What follows belongs to an exercise in optimizing a design on an open flow for small area; a production flow would make more cautious choices. Function was checked by simulation only, so behaviour that the tests miss may differ from the original. The clock port is modelled as an ideal driver; clocking choices that lean on that would not hold on a real chip.

## system_top
module system_top (
    input  wire               clk,
    input  wire               rst_n,
    input  wire signed [15:0] data_in,
    output wire signed [3:0]  sdm_out
);
    reg [6:0] cnt;
    reg       fp;
    always @(posedge clk or negedge rst_n) begin
        if (!rst_n) begin cnt <= 7'd0; fp <= 1'b1; end
        else begin
            cnt <= cnt + 7'd1;
            if (cnt == 7'd50) fp <= 1'b0;
        end
    end
    wire c0 = (cnt == 7'd0);
    reg [51*16-1:0] r1;
    wire [15:0] r1_in = c0 ? data_in : (fp ? 16'd0 : r1[51*16-1:50*16]);
    always @(posedge clk) r1 <= {r1[50*16-1:0], r1_in};
    wire [15:0] x1 = r1[15:0];
    reg [5:0] v1;
    always @(*) begin
        if (cnt >= 7'd14 && cnt <= 7'd52) v1 = 7'd52 - cnt;
        else if (cnt >= 7'd53 && cnt <= 7'd64) v1 = 7'd103 - cnt;
        else if (cnt >= 7'd78) v1 = cnt - 7'd78;
        else v1 = 6'd50;
    end
    reg [16:0] g1;
    always @(*) begin
        case (v1)
            6'd0: g1 = 17'd131071;
            6'd1: g1 = 17'd131067;
            6'd2: g1 = 17'd131055;
            6'd3: g1 = 17'd131029;
            6'd4: g1 = 17'd130979;
            6'd5: g1 = 17'd130891;
            6'd6: g1 = 17'd130747;
            6'd7: g1 = 17'd130520;
            6'd8: g1 = 17'd130172;
            6'd9: g1 = 17'd129629;
            6'd10: g1 = 17'd128713;
            6'd11: g1 = 17'd126813;
            6'd12: g1 = 17'd119360;
            6'd13: g1 = 17'd19558;
            6'd14: g1 = 17'd5062;
            6'd15: g1 = 17'd2633;
            6'd16: g1 = 17'd1572;
            6'd17: g1 = 17'd969;
            6'd18: g1 = 17'd591;
            6'd19: g1 = 17'd348;
            6'd20: g1 = 17'd194;
            6'd21: g1 = 17'd100;
  ...
Size: ~2900 cells after synthesis, ~1200 flip-flops, ~22 I/O pins, ~45000 sq um of cells after synthesis.
clock: 20.0 ns
lec_check: 0
cap_margin: 20
core_margin: 2
core_utilization: 40
cts_buf_list: sky130_fd_sc_hd__clkbuf_16
cts_cluster_diameter: 100
cts_cluster_size: 24
place_density: 0.6
slew_margin: 20
synth_hierarchical: 1
run.sh (not shown) runs the stock make flow with config.mk's settings and CLKGATE_MAP_FILE= SYNTH_SCRIPT=/design/flow/synth_recipe.tcl, a recipe that flattens the netlist after the stock synthesis.
The first run went through all stages and came out clean.
Rerun with:
- CORE_UTILIZATION: 40 -> 65
- CTS_CLUSTER_SIZE: 24 -> 30
- PLACE_DENSITY: 0.6 -> 0.75
After rerunning: The new run completed with no timing, DRC or antenna violations; global-route usage rose by 12 points; worst hold slack gets worse by 0.011 ns; utilization rose by 26 points; via count rose slightly; fmax hardly moves; final cell count fell by roughly a tenth; die area fell by well over a third.
Rerun with:
- CAP_MARGIN: 20 -> 5
- CORE_UTILIZATION: 65 -> 40
- CTS_CLUSTER_SIZE: 30 -> 24
- PLACE_DENSITY: 0.75 -> 0.6
- SLEW_MARGIN: 20 -> 5
Result: The new run finished clean. Die area goes up by about 60%. Synthesized area is unchanged. Utilization decreases by 26 points. Count of clock-buffer cells in the layout came out higher by 7. Global-route usage falls by 12 points. Cell area rose by about 1.9%. Worst hold slack is better by 0.011 ns.


run 1:
Another version of the RTL of system_top (not shown whole).
Size: about 2900 cells after synthesis, ~44000 sq um of cells after synthesis.
==> flow/config.mk <==
export PLATFORM = sky130hd
export DESIGN_NAME = system_top
export DESIGN_NICKNAME = system_top
export VERILOG_FILES = /design/flow/design.v
export SDC_FILE = /design/flow/constraint.sdc
export NUM_CORES = 4
export LEC_CHECK = 0
export CAP_MARGIN = 20
export CELL_PAD_IN_SITES_DETAIL_PLACEMENT = 1
export CELL_PAD_IN_SITES_GLOBAL_PLACEMENT = 1
export CORE_MARGIN = 2
export CORE_UTILIZATION = 40
export CTS_BUF_LIST = sky130_fd_sc_hd__clkbuf_16
export CTS_CLUSTER_DIAMETER = 100
export CTS_CLUSTER_SIZE = 24
export PLACE_DENSITY = 0.6
export SLEW_MARGIN = 20
export SYNTH_HIERARCHICAL = 1
==> flow/constraint.sdc <==
create_clock -name core_clock -period 20.0 [get_ports {clk}]
set_input_delay 4.0000 -clock core_clock [delete_from_list [all_inputs] [get_ports {clk}]]
set_output_delay 4.0000 -clock core_clock [all_outputs]
set_load 0.01 [all_outputs]
The following lists how run 2 was set up differently from run 1:
==> flow/flow/run.sh (new file) <==
#!/bin/bash
set -e
export CTS_ARGS="-sink_clustering_enable -repair_clock_nets -buf_list sky130_fd_sc_hd__clkbuf_16 -sink_clustering_size 28 -sink_clustering_max_diameter 120 -dont_use_dummy_load"
cp standard.sh standard_sh.log
bash standard.sh > standard.log 2>&1
==> flow/standard.sh (new file) <==
#!/bin/bash
# synth_recipe.tcl (not shown) runs the flow's synth.tcl, then flattens the netlist and writes it again
# the make line also repeats each setting of config.mk as NAME=value (left out here)
make -C /OpenROAD-flow-scripts/flow DESIGN_CONFIG=/design/flow/config.mk WORK_HOME=/design/flow/orfs CLKGATE_MAP_FILE= SYNTH_SCRIPT=/design/flow/synth_recipe.tcl "${@:-finish}"
==> flow/config.mk <==
export PLATFORM = sky130hd
export DESIGN_NAME = system_top
export DESIGN_NICKNAME = system_top
export VERILOG_FILES = /design/flow/design.v
export SDC_FILE = /design/flow/constraint.sdc
export NUM_CORES = 4
export LEC_CHECK = 0
export CAP_MARGIN = 20
export CORE_MARGIN = 2
export CORE_UTILIZATION = 40
export PLACE_DENSITY = 0.6
export SLEW_MARGIN = 20
export SYNTH_HIERARCHICAL = 1
removed: flow/run.sh
--- outcome ---
Run 1 leaves less setup margin than run 2.
From run 1 to run 2 the numbers moved as follows: global-route usage decreased by 2.3 points relative to the old numbers; routed wire length lower; initial antenna violation count lost 3.
Run 2 gives less critical path depth than run 1 did.
Diff run 1 and run 2: non-clock buffer count higher in run 1
Total count of max-transition violations in the final report: run 1 vs run 2 identical
Here is what was changed in the inputs of run 3 compared with run 2.
==> flow/flow/run.sh <==
#!/bin/bash
set -e
export CTS_ARGS="-sink_clustering_enable -repair_clock_nets -buf_list sky130_fd_sc_hd__clkbuf_16 -sink_clustering_size 34 -sink_clustering_max_diameter 100 -dont_use_dummy_load"
cp standard.sh standard_sh.log
bash standard.sh > standard.log 2>&1
-- flow/config.mk --
<<< run 2, line 9
export CORE_MARGIN = 2
export CORE_UTILIZATION = 40
export PLACE_DENSITY = 0.6
export SLEW_MARGIN = 20
>>> run 3, line 9
export CORE_MARGIN = 2
export CORE_UTILIZATION = 65
export PLACE_DENSITY = 0.75
export SLEW_MARGIN = 20
==> comparison <==
A cell with the biggest individual delay on the critical path of or3b_1 is what run 2 shows, while dfrtp_1 belongs to run 3.
Diff run 2 -> run 3: sum of buffers and inverters on the critical path went up 2; number of non-clock buffers went down 1.4%.
Routed length on met1 essentially unchanged between run 2 and run 3.
The share of final-layout standard cells stronger than drive strength 1 on run 3 is in line with that on run 2.
Run 3 vs. run 2: global placement routability congestion went up by 4.8%.
Compare run 3 and run 2 | final worst-path setup slack higher: run 2
In run 3, detailed-route wire length is higher than in run 2.
Edits applied to the flow inputs when going from run 3 to run 4:
==> flow/run.sh (new file) <==
#!/bin/bash
# synth_recipe.tcl (not shown) runs the flow's synth.tcl, then flattens the netlist and writes it again
# the make line also repeats each setting of config.mk as NAME=value (left out here)
make -C /OpenROAD-flow-scripts/flow DESIGN_CONFIG=/design/flow/config.mk WORK_HOME=/design/flow/orfs CLKGATE_MAP_FILE= SYNTH_SCRIPT=/design/flow/synth_recipe.tcl finish
-- flow/config.mk --
<<< run 3, line 9
export CORE_MARGIN = 2
export CORE_UTILIZATION = 65
export PLACE_DENSITY = 0.75
export SLEW_MARGIN = 20
>>> run 4, line 9
export CORE_MARGIN = 2
export CORE_UTILIZATION = 40
export CTS_BUF_LIST = sky130_fd_sc_hd__clkbuf_16
export CTS_CLUSTER_DIAMETER = 120
export CTS_CLUSTER_SIZE = 28
export PLACE_DENSITY = 0.6
export SLEW_MARGIN = 20
removed: flow/flow/run.sh
removed: flow/standard.sh
--- outcome ---
Going from run 3 to run 4, met3 usage -2.0 points, fraction of standard cell area in multi-input logic decreased by 0.93 points relative to the old numbers, overall die area saw an increase, met2 track utilization from global routing lost 17 points.
Against run 3, wire length in run 4 came out better.
Run 4 reports a lower sequential share of layout area than run 3 does.
Largest net degree at the start of global routing, run 4 vs run 3: up by a few percent


## v28
Starting RTL as in the previous note.
Settings: LEC_CHECK=0, CAP_MARGIN=20, CORE_MARGIN=2, CORE_UTILIZATION=40, CTS_BUF_LIST=sky130_fd_sc_hd__clkbuf_16, CTS_CLUSTER_DIAMETER=120, CTS_CLUSTER_SIZE=28, GPL_TIMING_DRIVEN=0, PLACE_DENSITY=0.6, SLEW_MARGIN=20, SYNTH_HIERARCHICAL=1; clock period 20.0 ns.
Stock flow here: none of the scripts above is used.
v28 completed end to end with timing, DRC and antenna clean.
Here is what was changed in the inputs of v31 compared with v28.
-- flow/config.mk --
<<< v28, line 11
export CTS_BUF_LIST = sky130_fd_sc_hd__clkbuf_16
export CTS_CLUSTER_DIAMETER = 120
export CTS_CLUSTER_SIZE = 28
export GPL_TIMING_DRIVEN = 0
export PLACE_DENSITY = 0.6
>>> v31, line 11
export CTS_BUF_LIST = sky130_fd_sc_hd__clkbuf_16
export CTS_CLUSTER_DIAMETER = 100
export CTS_CLUSTER_SIZE = 24
export PLACE_DENSITY = 0.6
==> comparison <==
v31: done, clean on timing, DRC and antenna
v28 did not stop at any stage, and its layout met the timing, design-rule and antenna checks.
Looking at v28 and v31, the area used by sequential logic in the layout is a wash.
v28 -> v31: post-route cell area flat
v28 and v31 ended up with nearly the same final core area utilization.

[re-timing with driven ports]
Ports are ideal in the flow. The routed layouts listed here were re-timed in OpenROAD. Step 1: set_driving_cell puts a clkbuf_16 on clk and a buf_2 on each other input, an assumption about the parent block. Step 2, shift: input delay + t, output delay - t, t = (earliest + latest rising clock arrival at the registers) / 2. This alone moves slack from input paths to output paths. Slacks: ideal ports / drivers / drivers and shift; pairs: ideal ports / drivers.
run | shift t [ns] | setup WS [ns] | worst slew at a driven data input, ns
the first run of note 1 | 0.730 | 1.501 / 1.501 / 1.501 | 0.06
the second run of note 1 | 0.714 | 1.464 / 1.464 / 1.464 | 0.06
the third run of note 1 | 0.731 | 1.458 / 1.458 / 1.458 | 0.06
run 1 | 0.700 | 1.268 / 1.268 / 1.268 | 0.05
run 2 | 0.675 | 1.610 / 1.610 / 1.610 | 0.04
run 3 | 0.638 | 0.879 / 0.879 / 0.879 | 0.09
run 4 | 0.717 | 1.560 / 1.560 / 1.560 | 0.04
v28 | 0.723 | 0.728 / 0.728 / 0.728 | 0.05
v31 | 0.736 | 1.588 / 1.588 / 1.588 | 0.04
After both steps every run listed still meets setup and hold.
